Context: an optimization exercise on an open-source flow, tuned for small area and a short achievable clock period. The choices shown serve that exercise and are no tape-out recipe. The RTL was checked by simulation tests, not by an equivalence proof against the original design. Power is estimated from default activity; no workload was simulated.

==> module KF6845_Horizontal_Control, before the edit <==
module KF6845_Horizontal_Control (
    input   logic           clock,
    input   logic           video_clock_enable,
    input   logic           reset,
    input   logic   [7:0]   internal_data_bus,
    input   logic           write_horizontal_total_register,
    input   logic           write_horizontal_displayed_register,
    input   logic           write_horizontal_sync_position_register,
    input   logic           write_horizontal_sync_width_register,
    output  logic           Horizontal,
    output  logic           Horizontal_Half,
    output  logic           Horizontal_End,
    output  logic           H_Display,
    output  logic           HSYNC
);
    logic   [7:0]   horizontal_total;
    logic   [7:0]   horizontal_displayed;
    logic   [7:0]   horizontal_sync_position;
    logic   [3:0]   horizontal_sync_width;
    always_ff @(posedge clock, posedge reset) begin
        if (reset) begin
            horizontal_total            <= 8'h00;
            horizontal_displayed        <= 8'h00;
            horizontal_sync_position    <= 8'h00;
            horizontal_sync_width       <= 4'h0;
        end
        else begin
            if (write_horizontal_total_register)
                horizontal_total            <= internal_data_bus;
            if (write_horizontal_displayed_register)
                horizontal_displayed        <= internal_data_bus;
            if (write_horizontal_sync_position_register)
                horizontal_sync_position    <= internal_data_bus;
            if (write_horizontal_sync_width_register)
                horizontal_sync_width       <= internal_data_bus[3:0];
        end
    end
    logic   [7:0]   counter_plus_one;
    wire    [7:0]   next_horizontal_counter = Horizontal ? 8'h00 : counter_plus_one;
    always_ff @(posedge clock, posedge reset) begin
        if (reset)
            counter_plus_one    <= 8'h00;
        else if (video_clock_enable)
            counter_plus_one    <= next_horizontal_counter + 8'h01;
    end
    wire    wire_Horizontal         = (next_horizontal_counter == horizontal_total);
    wire    wire_Horizontal_Half    = (next_horizontal_counter == {1'b0, horizontal_total[7:1]});
    wire    wire_Horizontal_End     = (next_horizontal_counter == horizontal_displayed);
    wire    wire_Sync_Start         = (next_horizontal_counter == horizontal_sync_position);
    logic   [3:0]   horizontal_sync_width_counter;
    logic           reset_horizontal_sync_width;
    wire    [3:0]   next_horizontal_sync_width_counter =
                        reset_horizontal_sync_width ? 4'h0 :
                        HSYNC ? horizontal_sync_width_counter + 4'h1 : horizontal_sync_width_counter;
    wire    wire_reset_horizontal_sync_width = (next_horizontal_sync_width_counter == horizontal_sync_width);
    always_ff @(posedge clock, posedge reset) begin
        if (reset) begin
            horizontal_sync_width_counter   <= 4'h0;
            reset_horizontal_sync_width     <= 1'b0;
            Horizontal                      <= 1'b0;
            Horizontal_Half                 <= 1'b0;
            Horizontal_End                  <= 1'b0;
            H_Display                       <= 1'b0;
            HSYNC                           <= 1'b0;
        end
        else if (video_clock_enable) begin
            horizontal_sync_width_counter   <= next_horizontal_sync_width_counter;
            reset_horizontal_sync_width     <= wire_reset_horizontal_sync_width;
            Horizontal                      <= wire_Horizontal;
            Horizontal_Half                 <= wire_Horizontal_Half;
            Horizontal_End                  <= wire_Horizontal_End;
            H_Display                       <= ~wire_Horizontal_End & (wire_Horizontal | H_Display);
            HSYNC                           <= ~wire_reset_horizontal_sync_width & (wire_Sync_Start | HSYNC);
        end
    end
endmodule
clock: 4.0 ns
lec_check: 0
abc_area: 1
cap_margin: 20
core_margin: 2
core_utilization: 60
place_density: 0.75
setup_slack_margin: 2.05
slew_margin: 20
standard.sh (not shown) runs the stock make flow with config.mk's settings and CLKGATE_MAP_FILE= SYNTH_SCRIPT=/design/flow/synth_recipe.tcl, a recipe that flattens the netlist after the stock synthesis.
==> flow/flow/run.sh <==
#!/bin/bash
set -euo pipefail
export BUFFER_PORTS_ARGS="-buffer_cell sky130_fd_sc_hd__buf_2"
export CTS_ARGS="-sink_clustering_enable -repair_clock_nets -sink_clustering_size 16 -sink_clustering_max_diameter 60 -buf_list sky130_fd_sc_hd__clkbuf_8 -dont_use_dummy_load"
bash standard.sh finish > flow_make.log 2>&1
Then changed:
--- a/flow/design.v
+++ b/flow/design.v
@@ -87,7 +87,7 @@
         if (reset)
             counter_plus_one    <= 8'h00;
         else if (video_clock_enable)
-            counter_plus_one    <= next_horizontal_counter + 8'h01;
+            counter_plus_one    <= Horizontal ? 8'h01 : counter_plus_one + 8'h01;
     end
     wire    wire_Horizontal         = (next_horizontal_counter == horizontal_total);
     wire    wire_Horizontal_Half    = (next_horizontal_counter == {1'b0, horizontal_total[7:1]});
Final area goes up slightly.
Flip-flop and latch count does not change.
Non-clock buffer count goes up by 12.
Area after synthesis goes down slightly.
Power goes down by a little under a tenth.
Worst hold slack got worse by 0.015 ns.
Utilization goes up by 2.0 points.
Wire length goes up slightly.
Clock power barely changes.
Global-route usage hardly moves.
Synthesized cell count goes down slightly.

afterwards: timing with drivers on the ports:
The flow's constraints put no driver on any port. The routed layouts listed below were extracted and timed again, unchanged, in two steps. Step 1: set_driving_cell puts a clkbuf_16 on clock and a buf_2 on each other input, an assumption about the parent block. Step 2 moves the port delays by t, midway between the first and last clock arrival at a register: inputs arrive t later, outputs are due t later. That takes back most of the time a late clock gives input paths. Three values: ideal ports, drivers, drivers and shift; two values: the first two.
| run | t (ns) | setup WS [ns] | pins driven straight from the clock port |
|---|---|---|---|
| the first run | 0.574 | 2.062 / 2.059 / 1.560 | 1 |
| the second run | 0.570 | 2.096 / 2.056 / 1.598 | 1 |
After both steps every run listed still meets setup and hold. For the first run, which loses most, drivers alone change the setup slack by -0.003 ns; drivers and shift together by -0.502 ns.
